What follows belongs to an exercise in optimizing a design on an open flow for small area; a production flow would make more cautious choices.
The RTL was checked by simulation tests, not by an equivalence proof against the original design.
Power is estimated from default activity; no workload was simulated. The flow treats the clock pin as an ideal source, which a real chip does not have.

==> flow/design.v (excerpt) <==
module ddr_memory_rtl #(
    parameter ADDR_WIDTH = 4,
    parameter DATA_WIDTH = 32,
    parameter MEM_SIZE   = 16
) (
    input  logic                  clk,
    input  logic                  reset,
    input  logic                  wr,        
    input  logic                  rd,        
    input  logic [ADDR_WIDTH-1:0] addr,      
    input  logic [DATA_WIDTH-1:0] wdata,     
    output logic [DATA_WIDTH-1:0] rdata,     
    output logic                  response
);
==> flow/config.mk <==
export PLATFORM = sky130hd
export DESIGN_NAME = ddr_memory_rtl
export DESIGN_NICKNAME = ddr_memory_rtl
export VERILOG_FILES = /design/flow/design.v
export SDC_FILE = /design/flow/constraint.sdc
export NUM_CORES = 4
export LEC_CHECK = 0
export CAP_MARGIN = 0
export CORE_MARGIN = 2
export CORE_UTILIZATION = 70
export CTS_BUF_LIST = sky130_fd_sc_hd__clkbuf_16
export CTS_CLUSTER_DIAMETER = 100
export CTS_CLUSTER_SIZE = 30
export SLEW_MARGIN = 0
==> flow/constraint.sdc <==
create_clock -name core_clock -period 4.0 [get_ports {clk}]
set_input_delay 0.8000 -clock core_clock [delete_from_list [all_inputs] [get_ports {clk}]]
set_output_delay 0.8000 -clock core_clock [all_outputs]
set_load 0.01 [all_outputs]
standard.sh (not shown) runs the stock make flow with config.mk's settings and CLKGATE_MAP_FILE= SYNTH_SCRIPT=/design/flow/synth_recipe.tcl, a recipe that flattens the netlist after the stock synthesis.
==> flow/flow/run.sh <==
#!/bin/bash
# The standard layout (standard.sh), with four changes to how it is built:
#  - synthesis is synth_recipe.tcl unchanged, except that its technology mapping
#    call (abc) runs flow/abc_area.script, an area-oriented mapping, in place of
#    ORFS's speed script;
#  - the port buffers use the smallest buffer cell;
#  - the clock tree is built from large clusters of clkbuf_16, without dummy loads;
#  - before the resizer's repair after global placement, flow/upsize.tcl swaps the
#    buffers timing-driven placement put on internal high-fanout nets for
#    stronger drivers of those nets.
# Each tool's output goes to the logs under orfs/logs and to flow_standard.log.
set -euo pipefail
W=$PWD
cat > "$W/flow_synth.tcl" <<EOF
proc abc {args} {
  set i [lsearch -exact \$args -script]
  if {\$i >= 0} { lset args [expr {\$i + 1}] {$W/flow/abc_area.script} }
  yosys abc {*}\$args
}
source {$W/synth_recipe.tcl}
EOF
sed "s#SYNTH_SCRIPT=[^ ]*#SYNTH_SCRIPT=$W/flow_synth.tcl#" standard.sh > flow_standard.sh
grep -q "SYNTH_SCRIPT=$W/flow_synth.tcl" flow_standard.sh
export BUFFER_PORTS_ARGS="-buffer_cell sky130_fd_sc_hd__buf_1"
export PRE_RESIZE_TCL="$W/flow/upsize.tcl"
export CTS_ARGS="-sink_clustering_enable -repair_clock_nets -buf_list sky130_fd_sc_hd__clkbuf_8 -sink_clustering_size 18 -sink_clustering_max_diameter 60 -dont_use_dummy_load"
bash flow_standard.sh > flow_standard.log 2>&1
==> flow/flow/upsize.tcl <==
# Before the resizer's repair: take out the buffers that timing-driven global
# placement put on internal nets (never a port's buffer), and give the drivers
# of the high-fanout nets left the next drive strength of their own cell family.
set bufs {}
foreach cell [get_cells *] {
  set ref [get_property $cell ref_name]
  if {![regexp {^sky130_fd_sc_hd__buf_[0-9]+$} $ref]} { continue }
  set port 0
  foreach pin [get_pins -of_objects $cell] {
    set net [get_nets -quiet -of_objects $pin]
    if {$net ne "" && [llength [get_ports -quiet -of_objects $net]] > 0} { set port 1 }
  }
  if {!$port} { lappend bufs [get_full_name $cell] }
}
puts "upsize.tcl: removing [llength $bufs] internal buffers"
if {[llength $bufs] > 0} { remove_buffers {*}$bufs }
set n_up 0
foreach cell [get_cells *] {
  set ref [get_property $cell ref_name]
  if {![regexp {^(sky130_fd_sc_hd__(and|nand|nor|or)[0-9][a-z]*)_1$} $ref -> fam]} { continue }
  foreach pin [get_pins -of_objects $cell -filter "direction == output"] {
    set net [get_nets -quiet -of_objects $pin]
    if {$net eq ""} { continue }
    set nload [llength [get_pins -quiet -of_objects $net -filter "direction == input"]]
    if {$nload > 12 && [llength [get_ports -quiet -of_objects $net]] == 0 &&
        [llength [get_lib_cells -quiet */${fam}_2]] > 0} {
      replace_cell $cell ${fam}_2
      incr n_up
    }
  }
}
puts "upsize.tcl: upsized $n_up drivers"
Other scripts of this flow, unchanged in this note and not shown: flow/flow/abc_area.script
Change:
==> flow/flow/run.sh (replaced) <==
#!/bin/bash
# The standard layout (standard.sh), with three changes to how it is built:
#  - synthesis is synth_recipe.tcl unchanged, except that its technology mapping
#    call (abc) runs flow/abc_area.script, an area-oriented mapping, in place of
#    ORFS's speed script;
#  - the port buffers use the smallest buffer cell;
#  - the clock tree is built from large clusters of clkbuf_16, without dummy loads.
# Each tool's output goes to the logs under orfs/logs and to flow_standard.log.
set -euo pipefail
W=$PWD
cat > "$W/flow_synth.tcl" <<EOF
proc abc {args} {
  set i [lsearch -exact \$args -script]
  if {\$i >= 0} { lset args [expr {\$i + 1}] {$W/flow/abc_area.script} }
  yosys abc {*}\$args
}
source {$W/synth_recipe.tcl}
EOF
sed "s#SYNTH_SCRIPT=[^ ]*#SYNTH_SCRIPT=$W/flow_synth.tcl#" standard.sh > flow_standard.sh
grep -q "SYNTH_SCRIPT=$W/flow_synth.tcl" flow_standard.sh
export BUFFER_PORTS_ARGS="-buffer_cell sky130_fd_sc_hd__buf_1"
export CTS_ARGS="-sink_clustering_enable -repair_clock_nets -buf_list sky130_fd_sc_hd__clkbuf_16 -sink_clustering_size 33 -sink_clustering_max_diameter 100 -dont_use_dummy_load"
bash flow_standard.sh > flow_standard.log 2>&1
removed: flow/flow/upsize.tcl
The changed run went through all stages and came out clean.
Global-route usage shrinks by 0.23 points.
Die area is unchanged.
Final cell count hardly moves.
Routed wire length came out lower by 0.37%.
Utilization climbs by 0.42 points.
Maximum frequency rises by 4.5%.
Worst setup slack improves by 110 ps.
Non-clock buffer count came out higher by 19.
Change:
==> flow/flow/run.sh (replaced) <==
#!/bin/bash
# The standard layout (standard.sh), with four changes to how it is built:
#  - synthesis is synth_recipe.tcl unchanged, except that its technology mapping
#    call (abc) runs flow/abc_area.script, an area-oriented mapping, in place of
#    ORFS's speed script;
#  - the port buffers use the smallest buffer cell;
#  - the clock tree is built from large clusters of clkbuf_16, without dummy loads;
#  - before the resizer's repair after global placement, flow/upsize.tcl swaps the
#    buffers timing-driven placement put on internal high-fanout nets for
#    stronger drivers of those nets.
# Each tool's output goes to the logs under orfs/logs and to flow_standard.log.
set -euo pipefail
W=$PWD
cat > "$W/flow_synth.tcl" <<EOF
proc abc {args} {
  set i [lsearch -exact \$args -script]
  if {\$i >= 0} { lset args [expr {\$i + 1}] {$W/flow/abc_area.script} }
  yosys abc {*}\$args
}
source {$W/synth_recipe.tcl}
EOF
sed "s#SYNTH_SCRIPT=[^ ]*#SYNTH_SCRIPT=$W/flow_synth.tcl#" standard.sh > flow_standard.sh
grep -q "SYNTH_SCRIPT=$W/flow_synth.tcl" flow_standard.sh
export BUFFER_PORTS_ARGS="-buffer_cell sky130_fd_sc_hd__buf_1"
export PRE_RESIZE_TCL="$W/flow/upsize.tcl"
export CTS_ARGS="-sink_clustering_enable -repair_clock_nets -buf_list sky130_fd_sc_hd__clkbuf_8 -sink_clustering_size 21 -sink_clustering_max_diameter 120 -dont_use_dummy_load"
bash flow_standard.sh > flow_standard.log 2>&1
==> flow/flow/upsize.tcl (new file) <==
# Before the resizer's repair: take out the buffers that timing-driven global
# placement put on internal nets (never a port's buffer), and give the drivers
# of the high-fanout nets left the next drive strength of their own cell family.
set bufs {}
foreach cell [get_cells *] {
  set ref [get_property $cell ref_name]
  if {![regexp {^sky130_fd_sc_hd__buf_[0-9]+$} $ref]} { continue }
  set port 0
  foreach pin [get_pins -of_objects $cell] {
    set net [get_nets -quiet -of_objects $pin]
    if {$net ne "" && [llength [get_ports -quiet -of_objects $net]] > 0} { set port 1 }
  }
  if {!$port} { lappend bufs [get_full_name $cell] }
}
puts "upsize.tcl: removing [llength $bufs] internal buffers"
if {[llength $bufs] > 0} { remove_buffers {*}$bufs }
set n_up 0
foreach cell [get_cells *] {
  set ref [get_property $cell ref_name]
  if {![regexp {^(sky130_fd_sc_hd__(and|nand|nor|or)[0-9][a-z]*)_1$} $ref -> fam]} { continue }
  foreach pin [get_pins -of_objects $cell -filter "direction == output"] {
    set net [get_nets -quiet -of_objects $pin]
    if {$net eq ""} { continue }
    set nload [llength [get_pins -quiet -of_objects $net -filter "direction == input"]]
    if {$nload > 12 && [llength [get_ports -quiet -of_objects $net]] == 0 &&
        [llength [get_lib_cells -quiet */${fam}_2]] > 0} {
      replace_cell $cell ${fam}_2
      incr n_up
    }
  }
}
puts "upsize.tcl: upsized $n_up drivers"
The changed run finished with timing, DRC and antenna clean.
Die area does not change.
Clock-buffer cell count went up by 10.
Register-to-register slack loses 20 ps.
Synthesized cell count does not change.
Final cell count shrinks by 0.68%.
Wire length hardly moves.
Core utilization is lower by 0.78 points.
Fmax goes down by 1.0%.
Setup slack got worse by 26 ps.
Change:
==> flow/flow/run.sh (replaced) <==
#!/bin/bash
# The standard layout (standard.sh), with three changes to how it is built:
#  - synthesis is synth_recipe.tcl unchanged, except that its technology mapping
#    call (abc) runs flow/abc_area.script, an area-oriented mapping, in place of
#    ORFS's speed script;
#  - the port buffers use the smallest buffer cell;
#  - the clock tree is built from large clusters of clkbuf_16, without dummy loads.
# Each tool's output goes to the logs under orfs/logs and to flow_standard.log.
set -euo pipefail
W=$PWD
cat > "$W/flow_synth.tcl" <<EOF
proc abc {args} {
  set i [lsearch -exact \$args -script]
  if {\$i >= 0} { lset args [expr {\$i + 1}] {$W/flow/abc_area.script} }
  yosys abc {*}\$args
}
source {$W/synth_recipe.tcl}
EOF
sed "s#SYNTH_SCRIPT=[^ ]*#SYNTH_SCRIPT=$W/flow_synth.tcl#" standard.sh > flow_standard.sh
grep -q "SYNTH_SCRIPT=$W/flow_synth.tcl" flow_standard.sh
export BUFFER_PORTS_ARGS="-buffer_cell sky130_fd_sc_hd__buf_1"
export CTS_ARGS="-sink_clustering_enable -repair_clock_nets -buf_list sky130_fd_sc_hd__clkbuf_16 -sink_clustering_size 34 -sink_clustering_max_diameter 150 -dont_use_dummy_load"
bash flow_standard.sh > flow_standard.log 2>&1
- CORE_UTILIZATION: 70 -> 75
removed: flow/flow/upsize.tcl
- The changed run finished clean
- wire length went up by a few percent
- via count grows by a few percent
- count of clock-buffer cells in the layout fell by 10
- total power went up by a few percent
- area after synthesis is unchanged

[static timing again, ports no longer ideal]
In the flow no input, the clock included, has a driving cell. The finished layouts below were timed again as built, in two steps.
Step 1, drivers: a clkbuf_16 drives clk and a buf_2 each remaining input, both assumed.
Step 2 adds t to the input delays and takes it off the output delays; t is the mean of the earliest and latest rising clock arrival at the registers after step 1. Input paths then give back, and output paths get back, about the clock's delay inside the block.
Three values: no drivers, after step 1, after step 2; two values: the first two.
run	t, ns	slack for setup (ns)	hold WS [ns]
the first run	0.595	1.411 / 1.436 / 0.841	0.195 / 0.164 / 0.458
the second run	0.595	1.521 / 1.556 / 0.961	0.181 / 0.146 / 0.441
the third run	0.669	1.495 / 1.517 / 0.849	0.115 / 0.087 / 0.463
the fourth run	0.579	1.420 / 1.443 / 0.864	0.195 / 0.163 / 0.429
After both steps setup and hold are still met in every run listed. The setup slack of the third run, which loses most, moves by +0.022 ns with the drivers and by -0.646 ns with both steps.
